From an optimization exercise on the open Yosys and OpenROAD flow, aimed at small area; shortcuts taken in it are not production practice. Only simulation tests tie the RTL to the original design; equivalence was not proved. Power is estimated from default activity; no workload was simulated.

==> design/flow/design.v <==
module  debounce (   
    input    wire    clk          ,
        input    wire    rst_n        ,
        input    wire    key_i        ,
    output   wire    key_o     
);
parameter CLK_MAX = 6'd49;  
reg [5:0] cnt;
reg clk_en;
reg key_o_r;
always @(posedge clk or negedge rst_n) begin  
    if (~rst_n) begin
        cnt <= 0;
    end  
    else begin
        cnt <= (cnt == CLK_MAX) ? 6'd0 : cnt + 1'b1;    
    end  
end  
always @(posedge clk or negedge rst_n) begin  
    if (~rst_n) begin
        clk_en <= 1'b0;
    end  
    else begin
        clk_en <= (cnt == CLK_MAX) ? 1'b1 : 1'b0;    
    end  
end  
reg [7:0] shift_val;
always @(posedge clk or negedge rst_n) begin  
    if (~rst_n) begin
        shift_val <= 8'hff;
    end  
    else begin
        shift_val <= (clk_en) ? {shift_val[6:0],key_i} : shift_val;    
    end  
end  
always @(posedge clk or negedge rst_n) begin
    if (~rst_n) begin
        key_o_r <= 1'b0;
    end  
    else begin
        if (shift_val == 8'b1000_0000 && clk_en) begin   
        	key_o_r <= 1'b1;
        end    
        else begin
        	key_o_r <= 1'b0;
        end
    end  
end  
assign key_o = key_o_r;
endmodule
module  sco (
    input    wire              clk                 ,
        input    wire              rst_n               ,
        input    wire              key_bs              ,  
        input    wire              key_rec             ,  
        input    wire              key_dis             ,  
    output   wire    [23:0]    dout        
);
parameter CNT_10MS = 6'd49;  
reg en_bs; 
reg en_rec;  
reg en_dis;  
always @(posedge clk or negedge rst_n) begin  
    if (~rst_n) begin
        en_bs <= 0;
    end  
    else begin
        en_bs <= (key_bs) ? ~en_bs : en_bs;    
    end  
end  
always @(posedge clk or negedge rst_n) begin  
    if (~rst_n) begin
        en_rec <= 0;
    end  
    else begin
        en_rec <= (en_bs && key_rec) ? 1'b1 : 1'b0;    
    end  
end  
always @(posedge clk or negedge rst_n) begin  
    if (~rst_n) begin
        en_dis <= 0;
    end  
    else begin
        en_dis <= (~en_bs && key_dis) ? 1'b1 : 1'b0;    
    end  
end  
reg [5:0] cnt_10ms;
reg flag_10ms;  
always @(posedge clk or negedge rst_n) begin   
    if (~rst_n) begin
        cnt_10ms <= 0;
    end  
    else begin
        cnt_10ms <= (cnt_10ms == CNT_10MS) ? 6'd0 : cnt_10ms + 1'b1;    
    end  
end  
always @(posedge clk or negedge rst_n) begin  
    if (~rst_n) begin
        flag_10ms <= 1'b0;
    end  
    else begin
        flag_10ms <= (cnt_10ms == CNT_10MS) ? 1'b1 : 1'b0;    
    end  
end  
reg [3:0] cnt_0;  
reg [3:0] cnt_1;
reg [3:0] cnt_2;
reg [3:0] cnt_3;
reg [3:0] cnt_4;
reg [3:0] cnt_5;
always @(posedge clk or negedge rst_n) begin
    if (~rst_n) begin
        cnt_0 <= 0;
    end  
    else begin
        cnt_0 <= (cnt_0 == 4'd9 && flag_10ms) ? 4'd0 : (en_bs && flag_10ms) ? cnt_0 + 1'b1 : cnt_0;    
    end  
end  
always @(posedge clk or negedge rst_n) begin
    if (~rst_n) begin
        cnt_1 <= 0;
    end  
    else begin
        cnt_1 <= (cnt_1 == 4'd9 && cnt_0 == 4'd9 && flag_10ms) ? 4'd0 : (cnt_0 == 4'd9 && flag_10ms) ? cnt_1 + 1'b1 : cnt_1;    
    end  
end  
always @(posedge clk or negedge rst_n) begin
    if (~rst_n) begin
        cnt_2 <= 0;
    end  
    else begin
        cnt_2 <= (cnt_2 == 4'd9 && cnt_1 == 4'd9 && cnt_0 == 4'd9 && flag_10ms) ? 4'd0 : (cnt_1 == 4'd9 && cnt_0 == 4'd9 && flag_10ms) ? cnt_2 + 1'b1 : cnt_2;    
    end  
end  
always @(posedge clk or negedge rst_n) begin
    if (~rst_n) begin
        cnt_3 <= 0;
    end  
    else begin
        cnt_3 <= (cnt_3 == 4'd5 && cnt_2 == 4'd9 && cnt_1 == 4'd9 && cnt_0 == 4'd9 && flag_10ms) ? 4'd0 : (cnt_2 == 4'd9 && cnt_1 == 4'd9 && cnt_0 == 4'd9 && flag_10ms) ? cnt_3 + 1'b1 : cnt_3;    
    end  
end  
always @(posedge clk or negedge rst_n) begin
    if (~rst_n) begin
        cnt_4 <= 0;
    end  
    else begin
        cnt_4 <= (cnt_4 == 4'd9 && cnt_3 == 4'd5 && cnt_2 == 4'd9 && cnt_1 == 4'd9 && cnt_0 == 4'd9 && flag_10ms) ? 4'd0 : (cnt_3 == 4'd5 && cnt_2 == 4'd9 && cnt_1 == 4'd9 && cnt_0 == 4'd9 && flag_10ms) ? cnt_4 + 1'b1 : cnt_4;    
    end  
end  
always @(posedge clk or negedge rst_n) begin
    if (~rst_n) begin
        cnt_5 <= 0;
    end  
    else begin
        cnt_5 <= (cnt_5 == 4'd5 && cnt_4 == 4'd9 && cnt_3 == 4'd5 && cnt_2 == 4'd9 && cnt_1 == 4'd9 && cnt_0 == 4'd9 && flag_10ms) ? 4'd0 : (cnt_4 == 4'd9 && cnt_3 == 4'd5 && cnt_2 == 4'd9 && cnt_1 == 4'd9 && cnt_0 == 4'd9 && flag_10ms) ? cnt_5 + 1'b1 : cnt_5;    
    end  
end  
reg [23:0] data_rec0;  
reg [23:0] data_rec1;
reg [23:0] data_rec2;
reg [1:0]  cnt_rec;
always @(posedge clk or negedge rst_n) begin
    if (~rst_n) begin
        cnt_rec <= 0;
    end  
    else begin
        cnt_rec <= (cnt_rec == 2'd2 && en_rec ) ? 2'd0 : (en_rec) ? cnt_rec + 1'b1 : cnt_rec;      
    end  
end  
always @(posedge clk or negedge rst_n) begin
    if (~rst_n) begin
        data_rec0 <= 24'hffffff;
        data_rec1 <= 24'hffffff;
        data_rec2 <= 24'hffffff;
    end  
    else begin
        case (cnt_rec)
                2'd0: begin data_rec0 <= (en_rec) ? {cnt_5,cnt_4,cnt_3,cnt_2,cnt_1,cnt_0} : data_rec0; end
                2'd1: begin data_rec1 <= (en_rec) ? {cnt_5,cnt_4,cnt_3,cnt_2,cnt_1,cnt_0} : data_rec1; end
                2'd2: begin data_rec2 <= (en_rec) ? {cnt_5,cnt_4,cnt_3,cnt_2,cnt_1,cnt_0} : data_rec2; end
                default: ;
            endcase  
    end  
end  
reg [23:0] data_r;
reg [1:0]  cnt_dis;
always @(posedge clk or negedge rst_n) begin
    if (~rst_n) begin
        cnt_dis <= 0;
    end  
    else begin
        cnt_dis <= (en_bs) ? 2'd0 : (en_dis) ? cnt_dis + 1'b1 : cnt_dis;    
    end  
end  
always @(posedge clk or negedge rst_n) begin
    if (~rst_n) begin
        data_r <= 24'hffffff;
    end  
    else begin
        if (en_bs) begin
           data_r <= {cnt_5,cnt_4,cnt_3,cnt_2,cnt_1,cnt_0};  
        end 
        else begin
           case (cnt_dis)
                   2'd0: begin data_r <= {cnt_5,cnt_4,cnt_3,cnt_2,cnt_1,cnt_0}; end
                   2'd1: begin data_r <= data_rec0; end     
                   2'd2: begin data_r <= data_rec1; end     
                   2'd3: begin data_r <= data_rec2; end     
                   default:;
               endcase  
        end   
    end  
end  
assign dout = data_r;
endmodule
module  led_display (
    input    wire              clk              ,
        input    wire              rst_n            ,
        input    wire    [23:0]    din              ,   
    output   wire    [2:0]     sel              ,   
        output   wire    [7:0]     seg                  
);
parameter MS_MAX = 3'd4;  
reg          flag_1ms;
reg  [2:0]   cnt_1ms;
reg  [2:0]   sel_r;
reg  [6:0]   seg_r;
reg  [3:0]   seg_sel;
reg  [2:0]   cnt_sel;
wire         dp;  
always @(posedge clk or negedge rst_n) begin    
    if (~rst_n) begin
        cnt_1ms <= 0;
    end  
    else begin
        cnt_1ms <= (cnt_1ms == MS_MAX) ? 3'd0 : cnt_1ms + 1'b1;    
    end  
end  
always @(posedge clk or negedge rst_n) begin  
    if (~rst_n) begin
        flag_1ms <= 1'b0;
    end  
    else begin
        flag_1ms <= (cnt_1ms == MS_MAX) ? 1'b1 : 1'b0;    
    end  
end  
always @(posedge clk or negedge rst_n) begin  
    if (~rst_n) begin
        cnt_sel <= 0;
    end  
    else begin
        cnt_sel <= (cnt_sel == 3'd5 && flag_1ms) ? 3'd0 : (flag_1ms) ? cnt_sel + 1'b1 : cnt_sel;   
    end  
end  
always @(*) begin           
        case (cnt_sel)
            3'd0: begin sel_r = 3'b101;seg_sel = din[3:0];   end
            3'd1: begin sel_r = 3'b100;seg_sel = din[7:4];   end
            3'd2: begin sel_r = 3'b011;seg_sel = din[11:8];  end
            3'd3: begin sel_r = 3'b010;seg_sel = din[15:12]; end
            3'd4: begin sel_r = 3'b001;seg_sel = din[19:16]; end
            3'd5: begin sel_r = 3'b000;seg_sel = din[23:20]; end
            default: begin sel_r = 3'b111;seg_sel = 4'd10;   end 
        endcase  
end  
always @(*) begin          
        case (seg_sel)
            4'd0: begin seg_r = 7'b100_0000;    end  
            4'd1: begin seg_r = 7'b111_1001;    end  
            4'd2: begin seg_r = 7'b010_0100;    end  
            4'd3: begin seg_r = 7'b011_0000;    end  
            4'd4: begin seg_r = 7'b001_1001;    end  
            4'd5: begin seg_r = 7'b001_0010;    end  
            4'd6: begin seg_r = 7'b000_0010;    end  
            4'd7: begin seg_r = 7'b111_1000;    end  
            4'd8: begin seg_r = 7'b000_0000;    end  
            4'd9: begin seg_r = 7'b001_0000;    end  
            default: begin seg_r = 7'b100_0000; end  
            endcase  
end  
assign dp = !(cnt_sel == 3'd2 || cnt_sel == 3'd4);   
assign seg = {dp,seg_r};
assign sel = sel_r;
endmodule
module  second_counter_top (
    input    wire             clk                 ,
        input    wire             rst_n               ,
        input    wire             key_bs              ,  
        input    wire             key_rec             ,  
        input    wire             key_dis             ,  
    output   wire    [2:0]    sel                 ,                   
    output   wire    [7:0]    seg                  
);
wire        key_bs_o;
wire        key_rec_o;
wire        key_dis_o;
wire [23:0] dout;
debounce  debounce_u1( 
    .clk                 (clk),
    .rst_n               (rst_n),
    .key_i               (key_bs),
    .key_o               (key_bs_o)
);
debounce  debounce_u2( 
    .clk                 (clk),
    .rst_n               (rst_n),
    .key_i               (key_rec),
    .key_o               (key_rec_o)
); 
debounce  debounce_u3( 
    .clk                 (clk),
    .rst_n               (rst_n),
    .key_i               (key_dis),
    .key_o               (key_dis_o)
);
sco  sco_u1( 
    .clk                 (clk),
    .rst_n               (rst_n),
    .key_bs              (key_bs_o),
    .key_rec             (key_rec_o),
    .key_dis             (key_dis_o),
    .dout                (dout)
);
led_display  led_display_u1( 
    .clk                 (clk),
    .rst_n               (rst_n),
    .din                 (dout),
    .sel                 (sel),
    .seg                 (seg)
);
endmodule
==> design/flow/run.sh <==
#!/bin/bash
# synth_recipe.tcl (not shown) runs the flow's synth.tcl, then flattens the netlist and writes it again
# the make line also repeats each setting of config.mk as NAME=value (left out here)
make -C /OpenROAD-flow-scripts/flow DESIGN_CONFIG=/design/flow/config.mk WORK_HOME=/design/flow/orfs CLKGATE_MAP_FILE= SYNTH_SCRIPT=/design/flow/synth_recipe.tcl finish
==> design/flow/config.mk <==
export PLATFORM = sky130hd
export DESIGN_NAME = second_counter_top
export DESIGN_NICKNAME = second_counter_top
export VERILOG_FILES = /design/flow/design.v
export SDC_FILE = /design/flow/constraint.sdc
export NUM_CORES = 4
export LEC_CHECK = 0
export CAP_MARGIN = 20
export CORE_MARGIN = 2
export CORE_UTILIZATION = 40
export SLEW_MARGIN = 20
==> design/flow/constraint.sdc <==
create_clock -name core_clock -period 10.0 [get_ports {clk}]
set_input_delay 2.0000 -clock core_clock [delete_from_list [all_inputs] [get_ports {clk}]]
set_output_delay 2.0000 -clock core_clock [all_outputs]
set_load 0.01 [all_outputs]
==> notes.md <==
[routing by layer]
| metal | vias to the layer above | GRT usage [%] | share of wire [%] |
|---|---|---|---|
| li1 | 2501 | - | - |
| met1 | 2692 | 20.3 | 46 |
| met2 | 89 | 25.8 | 49 |
| met3 | 13 | 3.57 | 3.9 |
| met4 | 0 | 3.63 | 0.77 |
| met5 | - | 0 | 0 |
[worst max-delay path, delay by kind of cell, from the launching register on]
kind | cells | cell delay [ns]
buffers and inverters | 2 | 0.67
DFF | 1 | 0.66
and+or+nand+nor | 5 | 1.15
adders and majority gates | 2 | 0.61
[registers in the layout (all words and copies together), names as in the netlist, 6 cells and up]
name and cells:
debounce_u2.shift_val 8, sco_u1.data_r 24, debounce_u1.shift_val 8, sco_u1.data_rec2 24
sco_u1.data_rec1 24, debounce_u2.cnt 6, debounce_u1.cnt 6, debounce_u3.cnt 6
sco_u1.data_rec0 24, sco_u1.cnt_10ms 6, debounce_u3.shift_val 8
[layout make-up]
cell class                 count  area (um^2)  share of cell area [%]
clock inverter                10          115                    1.21
clock buffer                  22          464                    4.89
timing repair buffer          20          193                    2.03
tap                          275          344                    3.63
inverter                      26         97.6                    1.03
sequential                   189         4880                    51.4
multi-input combinational    447         3400                    35.8
[synth_stat cells (all sizes together) (2+ instances only)]
library cell,instances
dfstp,120
mux2,89
dfrtp,69
o21ai,58
nand2,56
nor2,41
ha,35
inv,26
a222oi,25
nand3,25
clkbuf,22
buf,13
a21oi,11
xnor2,11
xor2,9
nor4,7
nor3,6
a22oi,5
nor2b,5
or3,5
a21o,4
a22o,4
and3b,4
mux2i,4
nand2b,4
nand4,4
o31ai,4
or2,4
nand3b,3
nand4b,3
a211oi,2
a32oi,2
and2,2
and3,2
o22ai,2
[worst paths after layout]
| kind | endpoint | from |
|---|---|---|
| setup reg to reg | sco_u1.cnt_4[3] | sco_u1.cnt_1[1] |
| hold / removal | sco_u1.en_bs | debounce_u1.key_o_r |
| hold reg to reg | sco_u1.en_bs | debounce_u1.key_o_r |
| max in group asynchronous | sco_u1.cnt_0[0] | rst_n |
| min in group asynchronous | debounce_u2.cnt[0] | rst_n |
| setup / recovery | seg[3] | led_display_u1.cnt_sel[2] |
[metrics by stage]
| step | hold WS [ns] | total power, mW | util [%] |
|---|---|---|---|
| finish | 0.435 | 1.44 | 45.3 |
| global route | 0.460 | 1.50 | 45.3 |
| CTS | 0.440 | 1.46 | 45.3 |
| detailed placement | 0.430 | 0.796 | 42.5 |
| global placement | 0.433 | 0.795 | 42.5 |
| floorplan | 0.417 | 0.779 | - |
[power by group]
part	switching, mW	internal [mW]
clock	0.278	0.382
sequential	0	0.767
combinational	0.0138	0.00177
[kinds of logic (layout without fill, tap and decap cells)]
group / count (synthesis) / count (layout) / synth area share (%)
buffers and inverters: 61 / 78 / 3.18
adder cells (fa/ha/maj): 35 / 35 / 5.13
flip-flops: 189 / 189 / 57.2
XOR/XNOR: 20 / 20 / 2.05
multiplexers: 93 / 93 / 12.2
AO/OA/AOI/OAI: 122 / 122 / 9.66
AND/OR/NAND/NOR: 177 / 177 / 10.6
==> flow_summary_export.csv <==
group,metric,value,unit
clock_network,htreeDepth,4,
clock_network,clkLatencyLatePin,0.42,ns
logic_synthesis,yosysTopAreaCell,"dfstp_2",
sta,period_needed,5.51,ns
power,p_per_area,152,mW/mm^2
sta,hold_viol,0,
logic_synthesis,netlist_top_cells_area,"dfstp_2 (37%), dfrtp_1 (20%), mux2_2 (12%)",
drt,drc,0,
setup_path,crit_chain,"inv_1 > ha_1 > or3_1 > or2_2 > and3_1 > ha_1 > nand2_1 > nor3b_1 > clkdlybuf4s50_1",
sta,slew_headroom,41.3,%
setup_path,critical_path_class,"reg -> out",
status,outcome,"no timing/DRC/antenna violations",
flow_run,cap_violations,0,
logic_synthesis,netlist_instances,697,
drt,drt_iter0_markers,411,
cells_and_area,final_common_cell,"dfstp_2",
global_route,grt_pass1_vias,5457,
floorplan,pin_count,16,
drt,wl,16.2,mm
setup_path,cp_common_cell,"ha_1",
clock_network,path_clk_slew,0.07,ns
clock_network,post_cts_resize_count,0,
placement,place_ws,4.91,ns
logic_synthesis,ys_seq_area_share,57.2,%
cells_and_area,design_area,0.00949,mm^2
drt,wire_per_inst,16.4,um
cells_and_area,final_cell_mix,"dfstp_2 (120), mux2_2 (89), dfrtp_1 (69)",
setup_path,worst_path_largest_cell_delay,0.66,ns
clock_network,postCtsHoldBufs,0,
sta,worstMarginPinSlew,0.879,ns
clock_network,cts_tree,"built",
logic_synthesis,yosysWarnings,3,
placement,post-place-cells,957,
setup_path,r2r_slack,7.94,ns
logic_synthesis,yosys_register_bits,189,
clock_network,numCtsBuffers,17,
logic_synthesis,synth.distinct_cells,53,
clock_network,cts_root_buf,"clkbuf_16",
drt,vias_per_cell,5.35,
cells_and_area,filler_cell_count,1924,
logic_synthesis,ys_async_sr_fraction,100,%
min_path,min_path_type,"reg -> reg",
setup_path,critPathLaunchType,"flop",
sta,setup_tns,0,ns
logic_synthesis,synth_flop_cell,"dfstp_2",
sta,setup_ws,4.49,ns
floorplan,die_area,0.0225,mm^2
sta,setup_viol,0,
global_route,antenna_found_initial,0,
logic_synthesis,synth_nets,737,
cells_and_area,nNetsFinal,741,
placement,place_hpwl,10.4,mm
floorplan,initial_core_util,40.7,%
setup_path,crit_arrival,3.51,ns
power,ir_drop,0.000124,V
clock_network,max-clock-path-buffers,2,
global_route,grt_overflow,0,
setup_path,reg2reg_depth,6,
logic_synthesis,netlist_area,0.00853,mm^2
logic_synthesis,syn_area_per_cell,12.2,um^2
floorplan,core,0.0210,mm^2
drt,ant_nets,0,
cells_and_area,diodes,0,
logic_synthesis,synth_top_area_share,37.0,%
global_route,grt_first_pass_wirelength,27.3,mm
setup_path,cp_max_fo,16,
cells_and_area,drive_above_1_share,36.0,%
clock_network,clock-sinks,189,
placement,io_buffer_count,15,
floorplan,die_w,150,um
sta,report.final.slew_viol_count,0,
sta,clock_skew,0.0116,ns
placement,gp_congestion,0.817,
sta,rsz0062_at_grt,"no",
clock_network,cts_setup_buffers,0,
min_path,whs_path_depth,1,
global_route,grt_max_degree,100,
cells_and_area,area_growth,11.2,%
sta,max_freq,0.181,GHz
sta,fin_crit_sh,55.1,%
drt,vias,5295,
drt,drtPass1Iterations,5,
setup_path,crit_path_end_kind,"primary output",
placement,placed_area,0.00891,mm^2
power,p_leak,3.85,nW
floorplan,dieHeight,150,um
floorplan,rows,53,
global_route,track_usage,15.4,%
logic_synthesis,synth_edf_count,0,
setup_path,cpMaxStageDelayCell,"dfrtp_1",
setup_path,worstPathRequired,8.00,ns
cells_and_area,stdcell_count,989,

afterwards: timing with drivers on the ports:
How much do the figures lean on ideal ports? The routed layout below was timed once more, with nothing changed but the port constraints. Step 1: set_driving_cell puts a clkbuf_16 on clk and a buf_2 on each other input, an assumption about the parent block. Step 2 adds t to the input delays and takes it off the output delays; t is the mean of the earliest and latest rising clock arrival at the registers after step 1. Input paths then give back, and output paths get back, about the clock's delay inside the block. Three values: ideal, step 1, step 2; two values: the first two.
t (ns): 0.456
setup WS [ns]: 4.489 / 4.449 / 4.904
worst hold slack (ns): 0.435 / 0.435 / 0.435
worst setup path at the end: register to output
pins driven straight from the clock port: 1
After both steps this run still meets setup and hold. The setup slack of this run moves by -0.040 ns with the drivers and by +0.415 ns with both steps.
